This is an optimization exercise on Yosys and OpenROAD, whose aim is small area, a short achievable clock period and few clock cycles per item, not a production implementation.
Only simulation tests tie the RTL to the original design; equivalence was not proved.
No activity file was given, so power comes from the tool's default toggle rates.

==> inputs of build 91 <==
## enose_accel
module enose_accel (
    input  wire        s00_axi_aclk,
    input  wire        s00_axi_aresetn,
    input  wire [6:0]  s00_axi_awaddr,
    input  wire [2:0]  s00_axi_awprot,
    input  wire        s00_axi_awvalid,
    output reg         s00_axi_awready,
    input  wire [31:0] s00_axi_wdata,
    input  wire [3:0]  s00_axi_wstrb,
    input  wire        s00_axi_wvalid,
    output reg         s00_axi_wready,
    output wire [1:0]  s00_axi_bresp,
    output reg         s00_axi_bvalid,
    input  wire        s00_axi_bready,
    input  wire [6:0]  s00_axi_araddr,
    input  wire [2:0]  s00_axi_arprot,
    input  wire        s00_axi_arvalid,
    output reg         s00_axi_arready,
    output reg  [31:0] s00_axi_rdata,
    output wire [1:0]  s00_axi_rresp,
    output reg         s00_axi_rvalid,
    input  wire        s00_axi_rready,
    input  wire [31:0] s_axis_tdata,
    input  wire        s_axis_tvalid,
    output reg         s_axis_tready,
    input  wire        s_axis_tlast
);
==> flow/config.mk <==
export PLATFORM = sky130hd
export DESIGN_NAME = enose_accel
export DESIGN_NICKNAME = enose_accel
export VERILOG_FILES = /design/flow/design.v
export SDC_FILE = /design/flow/constraint.sdc
export NUM_CORES = 4
export LEC_CHECK = 0
export CAP_MARGIN = 20
export CORE_MARGIN = 2
export CORE_UTILIZATION = 40
export PLACE_DENSITY = 0.6
export SETUP_SLACK_MARGIN = 5
export SLEW_MARGIN = 20
export SYNTH_HIERARCHICAL = 1
export SYNTH_MINIMUM_KEEP_SIZE = 0
==> flow/constraint.sdc <==
create_clock -name core_clock -period 10.0 [get_ports {s00_axi_aclk}]
set_input_delay 2.0000 -clock core_clock [delete_from_list [all_inputs] [get_ports {s00_axi_aclk}]]
set_output_delay 2.0000 -clock core_clock [all_outputs]
set_load 0.01 [all_outputs]
standard.sh (not shown) runs the stock make flow with config.mk's settings and CLKGATE_MAP_FILE= SYNTH_SCRIPT=/design/flow/synth_recipe.tcl, a recipe that flattens the netlist after the stock synthesis.
==> flow/flow/run.sh <==
#!/bin/bash
set -euo pipefail
bash standard.sh SETUP_SLACK_MARGIN=6 finish > standard.log 2>&1
==> build 97: changes against build 91 <==
- CORE_UTILIZATION: 40 -> 50
- CTS_CLUSTER_DIAMETER: default -> 150
- CTS_CLUSTER_SIZE: default -> 25
- PLACE_DENSITY: 0.6 -> 0.7
==> results.txt <==
- Of build 97 and build 91, build 97 has the higher first-iteration DRC count (gap about 21%, measured against build 91).
- Die area: build 97 is lower than build 91 (20%).
- Against build 91, the clock skew of build 97 is lower by 0.011 ns.
- Of build 97 and build 91, build 97 has the higher core utilization (gap 9.2 points).
- Wire length: build 97 is lower than build 91 (about 5%).
- Of build 97 and build 91, build 91 has the higher via count (gap 1.3%, measured against build 91).
- In build 91 the non-clock buffer count is higher than in build 97, by 9.
==> figures <==
                                                         build 97       build 91
Startpoint of the most critical setup path                 vo2_sp  u_mask0.qn[7]
Last element of the critical path                         cnt2[4]      h4_acc[8]
Part of the power in registers                              28.8%          25.8%
Clock H-tree levels                                             2              4
Reg2reg setup slack                                       6.13 ns        6.12 ns
Critical path data arrival time                           4.49 ns        4.54 ns
Status                                   timing/DRC/antenna clean  timing/DRC/antenna clean
Post-Layout Inst Area                                  89230 um^2     93210 um^2
Leakage Power                                          0.03746 uW     0.03913 uW
Clock network area share                                   1.579%         5.145%
Sink of the worst hold path                                 last4          last3
Proportion of cell area occupied by multi-input gates      65.05%         62.21%
Switching power share of the total                         40.99%         39.19%
Initial DRC Count                                            2518           2074
Routed len/inst                                          18.14 um       17.73 um
Testbench counts of build 91, summed over its fixed seeds: cycles 3,840, inferences 128.
Testbench counts of build 97, summed over its fixed seeds: cycles 3,840, inferences 128.

* * *

==> inputs of job 7440 <==
enose_accel again, from the RTL that the note above started with.
Design enose_accel, start of the top module:
module enose_accel (
    input  wire        s00_axi_aclk,
    input  wire        s00_axi_aresetn,
    input  wire [6:0]  s00_axi_awaddr,
    input  wire [2:0]  s00_axi_awprot,
    input  wire        s00_axi_awvalid,
    output reg         s00_axi_awready,
    input  wire [31:0] s00_axi_wdata,
    input  wire [3:0]  s00_axi_wstrb,
    input  wire        s00_axi_wvalid,
    output reg         s00_axi_wready,
    output wire [1:0]  s00_axi_bresp,
    output reg         s00_axi_bvalid,
    input  wire        s00_axi_bready,
    input  wire [6:0]  s00_axi_araddr,
    input  wire [2:0]  s00_axi_arprot,
    input  wire        s00_axi_arvalid,
    output reg         s00_axi_arready,
    output reg  [31:0] s00_axi_rdata,
    output wire [1:0]  s00_axi_rresp,
    output reg         s00_axi_rvalid,
    input  wire        s00_axi_rready,
    input  wire [31:0] s_axis_tdata,
    input  wire        s_axis_tvalid,
    output reg         s_axis_tready,
    input  wire        s_axis_tlast
);
  ...
export LEC_CHECK = 0
export CAP_MARGIN = 20
export CORE_MARGIN = 2
export CORE_UTILIZATION = 50
export CTS_CLUSTER_DIAMETER = 150
export CTS_CLUSTER_SIZE = 20
export PLACE_DENSITY = 0.7
export SETUP_SLACK_MARGIN = 5
export SLEW_MARGIN = 20
export SYNTH_HIERARCHICAL = 1
export SYNTH_MINIMUM_KEEP_SIZE = 0
create_clock -name core_clock -period 10.0 [get_ports {s00_axi_aclk}]
Scripts as last shown in full above: flow/flow/run.sh
==> job 5409 (differences from job 7440) <==
Settings changed: CORE_UTILIZATION 50 to 40, PLACE_DENSITY 0.7 to 0.6.
==> qor summary <==
| item | job 5409 | job 7440 |
|---|---|---|
| Run status | timing/DRC/antenna clean | timing/DRC/antenna clean |
| Met3 usage in global routing | 2.99% | 3.59% |
| Sw power | 10.7 mW | 10.6 mW |
| Area of placed instances | 87700 µm² | 87000 µm² |
| Combinational logic power | 16.0 mW | 15.8 mW |
| Measured slew at the worst slew-check pin | 1.13 ns | 1.15 ns |
| Normalized max-slew margin | 24.4% | 23.1% |
| Die height | 458 µm | 410 µm |
| Storage element area | 23900 µm² | 23900 µm² |
| Setup clock skew after layout | 0.0299 ns | 0.0357 ns |
| Total via count after detailed routing | 47960 | 48273 |
| Combinational share of power | 61.0% | 60.6% |
| Final worst-path setup slack | 6.03 ns | 6.11 ns |
Testbench counts of job 7440, summed over its fixed seeds: cycles 3,840, inferences 128.
Testbench counts of job 5409, summed over its fixed seeds: cycles 3,840, inferences 128.

==> separate check: timing with driven ports <==
The flow's constraints put no driver on any port. The routed layouts listed below were extracted and timed again, unchanged, in two steps. Step 1, drivers: a clkbuf_16 drives s00_axi_aclk and a buf_2 each remaining input, both assumed. Step 2 moves the port delays by t, midway between the first and last clock arrival at a register: inputs arrive t later, outputs are due t later. That takes back most of the time a late clock gives input paths. Three values: ideal ports, drivers, drivers and shift; two values: the first two.
run | t, ns | setup WS [ns] | hold WS [ns] | worst data-port slew with drivers (ns)
build 91 | 0.837 | 6.123 / 6.109 / 5.504 | 0.327 / 0.327 / 0.327 | 0.06
build 97 | 0.764 | 6.127 / 6.127 / 5.557 | 0.335 / 0.335 / 0.335 | 0.07
job 7440 | 0.768 | 6.113 / 6.113 / 5.551 | 0.334 / 0.334 / 0.334 | 0.08
job 5409 | 0.764 | 6.031 / 6.031 / 5.493 | 0.314 / 0.314 / 0.314 | 0.06
After both steps every run listed still meets setup and hold. The setup slack of build 91, which loses most, moves by -0.014 ns with the drivers and by -0.619 ns with both steps.
